Context: an optimization exercise on an open-source flow, tuned for small area. The choices shown serve that exercise and are no tape-out recipe.
Only simulation tests tie the RTL to the original design; equivalence was not proved.
Power figures rest on the tool's default switching activity, not on a simulated workload.

Design iobus, start of the top module:
module iobus(
	input clk_sys,
	input rst,
	input rxd,
	output txd,
	output zg,
	input zw,
	input rcl,
	output dpa,
	input rs,
	input rf,
	input rok,
	input rpe,
	input rqb,
	input rpn,
	input [0:3] rnb,
	input [0:15] rad,
	input [0:15] rdt,
	output dw,
	output dr,
	output din,
	output dok,
	output den,
	output dpe,
	output dpn,
	output [0:3] dnb,
	output [0:15] dad,
	output [0:15] ddt,
	input [0:15] w,
	input [0:3] rotary_pos,
	input [0:9] indicators,
	output [0:3] rotary_out,
	output rotary_trig,
	output [0:15] keys,
	output keys_trig,
	output [0:3] fn,
	output fn_v,
	output fn_trig
);
Settings: LEC_CHECK=0, CAP_MARGIN=20, CORE_MARGIN=2, CORE_UTILIZATION=40, SLEW_MARGIN=20; clock period 10.0 ns.
standard.sh (not shown) runs the stock make flow with config.mk's settings and CLKGATE_MAP_FILE= SYNTH_SCRIPT=/design/flow/synth_recipe.tcl, a recipe that flattens the netlist after the stock synthesis.
==> flow/flow/run.sh <==
#!/bin/bash
# The standard layout (standard.sh) with these changes:
# - synthesis is ORFS's, run through standard.sh and synth_recipe.tcl (so without the fsm
#   and share passes, then flattened and renamed as standard.sh does), but ABC maps the
#   combinational logic with an area-oriented script: each flow/abc_*.script is tried in
#   place of ORFS's abc_speed.script, and the one giving the smallest synthesized area is
#   kept (ORFS's own script is the fallback if none of them completes). These syntheses
#   also leave adders to ABC instead of mapping them to the platform's adder cells first
#   (ADDER_MAP_FILE empty). Flip-flops are mapped before either step, so the registers,
#   their names and cell types are those of the standard synthesis;
# - every input and output port still gets its own buffer, but a buf_1 instead of the
#   larger cell buffer_ports picks by default;
# - clock tree synthesis adds no dummy loads and uses the clustering given below;
# - the platform's don't-use list is extended with the largest buffers, so that repairs
#   of high-fanout nets use several small buffers instead (DONT_USE_CELLS below repeats
#   the platform's list and adds these).
# Each make run's full output goes to a log in this folder (synth_*.log for the trial
# syntheses, standard.log for the final run); ORFS keeps its per-step logs under orfs/logs.
set -uo pipefail
here=$(pwd)
dont_use="sky130_fd_sc_hd__probe_p_8 sky130_fd_sc_hd__probec_p_8 sky130_fd_sc_hd__lpflow_bleeder_1 sky130_fd_sc_hd__lpflow_clkbufkapwr_1 sky130_fd_sc_hd__lpflow_clkbufkapwr_16 sky130_fd_sc_hd__lpflow_clkbufkapwr_2 sky130_fd_sc_hd__lpflow_clkbufkapwr_4 sky130_fd_sc_hd__lpflow_clkbufkapwr_8 sky130_fd_sc_hd__lpflow_clkinvkapwr_1 sky130_fd_sc_hd__lpflow_clkinvkapwr_16 sky130_fd_sc_hd__lpflow_clkinvkapwr_2 sky130_fd_sc_hd__lpflow_clkinvkapwr_4 sky130_fd_sc_hd__lpflow_clkinvkapwr_8 sky130_fd_sc_hd__lpflow_decapkapwr_12 sky130_fd_sc_hd__lpflow_decapkapwr_3 sky130_fd_sc_hd__lpflow_decapkapwr_4 sky130_fd_sc_hd__lpflow_decapkapwr_6 sky130_fd_sc_hd__lpflow_decapkapwr_8 sky130_fd_sc_hd__lpflow_inputiso0n_1 sky130_fd_sc_hd__lpflow_inputiso0p_1 sky130_fd_sc_hd__lpflow_inputiso1n_1 sky130_fd_sc_hd__lpflow_inputiso1p_1 sky130_fd_sc_hd__lpflow_inputisolatch_1 sky130_fd_sc_hd__lpflow_isobufsrc_1 sky130_fd_sc_hd__lpflow_isobufsrc_16 sky130_fd_sc_hd__lpflow_isobufsrc_2 sky130_fd_sc_hd__lpflow_isobufsrc_4 sky130_fd_sc_hd__lpflow_isobufsrc_8 sky130_fd_sc_hd__lpflow_isobufsrckapwr_16 sky130_fd_sc_hd__lpflow_lsbuf_lh_hl_isowell_tap_1 sky130_fd_sc_hd__lpflow_lsbuf_lh_hl_isowell_tap_2 sky130_fd_sc_hd__lpflow_lsbuf_lh_hl_isowell_tap_4 sky130_fd_sc_hd__lpflow_lsbuf_lh_isowell_4 sky130_fd_sc_hd__lpflow_lsbuf_lh_isowell_tap_1 sky130_fd_sc_hd__lpflow_lsbuf_lh_isowell_tap_2 sky130_fd_sc_hd__lpflow_lsbuf_lh_isowell_tap_4 sky130_fd_sc_hd__buf_6 sky130_fd_sc_hd__buf_8 sky130_fd_sc_hd__buf_12 sky130_fd_sc_hd__buf_16 sky130_fd_sc_hd__bufbuf_8 sky130_fd_sc_hd__bufbuf_16"
stat="$here/orfs/reports/sky130hd/iobus/base/synth_stat.txt"
best=""
best_area=""
for f in "$here"/flow/abc_*.script; do
  name=$(basename "$f" .script)
  dir="$here/scripts_$name"
  rm -rf "$dir" "$here/orfs"
  cp -r "$FLOW_HOME/scripts" "$dir"
  cp "$f" "$dir/abc_speed.script"
  if bash standard.sh SCRIPTS_DIR="$dir" ADDER_MAP_FILE= DONT_USE_CELLS="$dont_use" synth > "$here/synth_$name.log" 2>&1 && [[ -f "$stat" ]]; then
    area=$(awk '/Chip area for/ {print $NF}' "$stat" | head -1)
    echo "$name: $area" >> "$here/synth_areas.log"
    if [[ -z "$best" ]] || awk -v a="$area" -v b="$best_area" 'BEGIN {exit !(a < b)}'; then
      best="$dir"
      best_area="$area"
    fi
  else
    echo "$name: failed" >> "$here/synth_areas.log"
  fi
done
rm -rf "$here/orfs"
args=()
if [[ -n "$best" ]]; then
  args+=(SCRIPTS_DIR="$best" ADDER_MAP_FILE=)
fi
echo "chosen: ${best:-ORFS default}" >> "$here/synth_areas.log"
set -e
bash standard.sh "${args[@]}" DONT_USE_CELLS="$dont_use" \
  BUFFER_PORTS_ARGS="-buffer_cell sky130_fd_sc_hd__buf_1" \
  CTS_ARGS="-sink_clustering_enable -repair_clock_nets -dont_use_dummy_load -sink_clustering_size 10 -sink_clustering_max_diameter 50 -buf_list sky130_fd_sc_hd__clkbuf_4" \
  finish > "$here/standard.log" 2>&1
Other scripts of this flow, unchanged in this note and not shown: flow/flow/abc_s10.script, flow/flow/abc_t3.script, flow/flow/abc_t4.script, flow/flow/abc_t5.script
Change:
==> flow/flow/run.sh (replaced) <==
#!/bin/bash
# The standard layout (standard.sh) with these changes:
# - synthesis is ORFS's, run through standard.sh and synth_recipe.tcl (so without the fsm
#   and share passes, then flattened and renamed as standard.sh does), but ABC maps the
#   combinational logic with an area-oriented script: each flow/abc_*.script is tried in
#   place of ORFS's abc_speed.script, and the one giving the smallest synthesized area is
#   kept (ORFS's own script is the fallback if none of them completes). These syntheses
#   also leave adders to ABC instead of mapping them to the platform's adder cells first
#   (ADDER_MAP_FILE empty). Flip-flops are mapped before either step, so the registers,
#   their names and cell types are those of the standard synthesis;
# - every input and output port still gets its own buffer, but a buf_1 instead of the
#   larger cell buffer_ports picks by default;
# - clock tree synthesis adds no dummy loads and uses the clustering given below.
# Each make run's full output goes to a log in this folder (synth_*.log for the trial
# syntheses, standard.log for the final run); ORFS keeps its per-step logs under orfs/logs.
set -uo pipefail
here=$(pwd)
stat="$here/orfs/reports/sky130hd/iobus/base/synth_stat.txt"
best=""
best_area=""
for f in "$here"/flow/abc_*.script; do
  name=$(basename "$f" .script)
  dir="$here/scripts_$name"
  rm -rf "$dir" "$here/orfs"
  cp -r "$FLOW_HOME/scripts" "$dir"
  cp "$f" "$dir/abc_speed.script"
  if bash standard.sh SCRIPTS_DIR="$dir" ADDER_MAP_FILE= synth > "$here/synth_$name.log" 2>&1 && [[ -f "$stat" ]]; then
    area=$(awk '/Chip area for/ {print $NF}' "$stat" | head -1)
    echo "$name: $area" >> "$here/synth_areas.log"
    if [[ -z "$best" ]] || awk -v a="$area" -v b="$best_area" 'BEGIN {exit !(a < b)}'; then
      best="$dir"
      best_area="$area"
    fi
  else
    echo "$name: failed" >> "$here/synth_areas.log"
  fi
done
rm -rf "$here/orfs"
args=()
if [[ -n "$best" ]]; then
  args+=(SCRIPTS_DIR="$best" ADDER_MAP_FILE=)
fi
echo "chosen: ${best:-ORFS default}" >> "$here/synth_areas.log"
set -e
bash standard.sh "${args[@]}" \
  BUFFER_PORTS_ARGS="-buffer_cell sky130_fd_sc_hd__buf_1" \
  CTS_ARGS="-sink_clustering_enable -repair_clock_nets -dont_use_dummy_load -sink_clustering_size 10 -sink_clustering_max_diameter 50 -buf_list sky130_fd_sc_hd__clkbuf_4" \
  finish > "$here/standard.log" 2>&1
Result: Register-to-register slack gains 0.30 ns; setup slack barely changes; wire length came out higher by 1.2%; combinational power climbs by about 2%; count of clock-buffer cells in the layout stays the same; cell count stays flat; fmax barely changes; power rises by 0.76%; clock power rose by about 2%; area after synthesis stays the same.
Change:
--- a/flow/flow/run.sh
+++ b/flow/flow/run.sh
@@ -12,3 +12,6 @@
 #   larger cell buffer_ports picks by default;
-# - clock tree synthesis adds no dummy loads and uses the clustering given below.
+# - clock tree synthesis adds no dummy loads and uses the clustering given below;
+# - the platform's don't-use list is extended with the largest buffers, so that repairs
+#   of high-fanout nets use several small buffers instead (DONT_USE_CELLS below repeats
+#   the platform's list and adds these).
 # Each make run's full output goes to a log in this folder (synth_*.log for the trial
@@ -17,2 +20,3 @@
 here=$(pwd)
+dont_use="sky130_fd_sc_hd__probe_p_8 sky130_fd_sc_hd__probec_p_8 sky130_fd_sc_hd__lpflow_bleeder_1 sky130_fd_sc_hd__lpflow_clkbufkapwr_1 sky130_fd_sc_hd__lpflow_clkbufkapwr_16 sky130_fd_sc_hd__lpflow_clkbufkapwr_2 sky130_fd_sc_hd__lpflow_clkbufkapwr_4 sky130_fd_sc_hd__lpflow_clkbufkapwr_8 sky130_fd_sc_hd__lpflow_clkinvkapwr_1 sky130_fd_sc_hd__lpflow_clkinvkapwr_16 sky130_fd_sc_hd__lpflow_clkinvkapwr_2 sky130_fd_sc_hd__lpflow_clkinvkapwr_4 sky130_fd_sc_hd__lpflow_clkinvkapwr_8 sky130_fd_sc_hd__lpflow_decapkapwr_12 sky130_fd_sc_hd__lpflow_decapkapwr_3 sky130_fd_sc_hd__lpflow_decapkapwr_4 sky130_fd_sc_hd__lpflow_decapkapwr_6 sky130_fd_sc_hd__lpflow_decapkapwr_8 sky130_fd_sc_hd__lpflow_inputiso0n_1 sky130_fd_sc_hd__lpflow_inputiso0p_1 sky130_fd_sc_hd__lpflow_inputiso1n_1 sky130_fd_sc_hd__lpflow_inputiso1p_1 sky130_fd_sc_hd__lpflow_inputisolatch_1 sky130_fd_sc_hd__lpflow_isobufsrc_1 sky130_fd_sc_hd__lpflow_isobufsrc_16 sky130_fd_sc_hd__lpflow_isobufsrc_2 sky130_fd_sc_hd__lpflow_isobufsrc_4 sky130_fd_sc_hd__lpflow_isobufsrc_8 sky130_fd_sc_hd__lpflow_isobufsrckapwr_16 sky130_fd_sc_hd__lpflow_lsbuf_lh_hl_isowell_tap_1 sky130_fd_sc_hd__lpflow_lsbuf_lh_hl_isowell_tap_2 sky130_fd_sc_hd__lpflow_lsbuf_lh_hl_isowell_tap_4 sky130_fd_sc_hd__lpflow_lsbuf_lh_isowell_4 sky130_fd_sc_hd__lpflow_lsbuf_lh_isowell_tap_1 sky130_fd_sc_hd__lpflow_lsbuf_lh_isowell_tap_2 sky130_fd_sc_hd__lpflow_lsbuf_lh_isowell_tap_4 sky130_fd_sc_hd__buf_6 sky130_fd_sc_hd__buf_8 sky130_fd_sc_hd__buf_12 sky130_fd_sc_hd__buf_16 sky130_fd_sc_hd__bufbuf_8 sky130_fd_sc_hd__bufbuf_16 sky130_fd_sc_hd__clkbuf_8 sky130_fd_sc_hd__clkbuf_16"
 stat="$here/orfs/reports/sky130hd/iobus/base/synth_stat.txt"
@@ -26,3 +30,3 @@
   cp "$f" "$dir/abc_speed.script"
-  if bash standard.sh SCRIPTS_DIR="$dir" ADDER_MAP_FILE= synth > "$here/synth_$name.log" 2>&1 && [[ -f "$stat" ]]; then
+  if bash standard.sh SCRIPTS_DIR="$dir" ADDER_MAP_FILE= DONT_USE_CELLS="$dont_use" synth > "$here/synth_$name.log" 2>&1 && [[ -f "$stat" ]]; then
     area=$(awk '/Chip area for/ {print $NF}' "$stat" | head -1)
@@ -44,3 +48,3 @@
 set -e
-bash standard.sh "${args[@]}" \
+bash standard.sh "${args[@]}" DONT_USE_CELLS="$dont_use" \
   BUFFER_PORTS_ARGS="-buffer_cell sky130_fd_sc_hd__buf_1" \
- The new run ran to the end with no violations
- cell area decreases by 0.58%
- die area is unchanged
- global-route usage decreases by 0.51 points
- hold slack improved by 0.016 ns
- non-clock buffer count stays the same
- cell count barely changes
- count of clock-buffer cells in the layout is unchanged
- wire length decreases by 1.0%
- power decreases by 0.69%

what the ideal ports hide:
Ports are ideal in the flow. The routed layouts listed here were re-timed in OpenROAD. Step 1 sets driving cells, clkbuf_16 on the clock port and buf_2 on the other inputs (assumed; they add their load-dependent delay and slew). Step 2 adds t to the input delays and takes it off the output delays; t is the mean of the earliest and latest rising clock arrival at the registers after step 1. Input paths then give back, and output paths get back, about the clock's delay inside the block. Three values: ideal, step 1, step 2; two values: the first two.
run | t (ns) | slack for setup (ns) | hold WS [ns] | latest minus earliest clock arrival (ns)
the first run | 0.659 | 4.460 / 4.436 / 4.436 | 0.430 / 0.430 / 0.430 | 0.103 / 0.103
the second run | 0.677 | 4.458 / 4.438 / 4.438 | 0.416 / 0.416 / 0.416 | 0.071 / 0.071
the third run | 0.660 | 4.446 / 4.421 / 4.421 | 0.432 / 0.432 / 0.432 | 0.093 / 0.092
After both steps setup and hold are still met in every run listed. The setup slack of the third run, which loses most, moves by -0.025 ns with the drivers and by -0.025 ns with both steps.
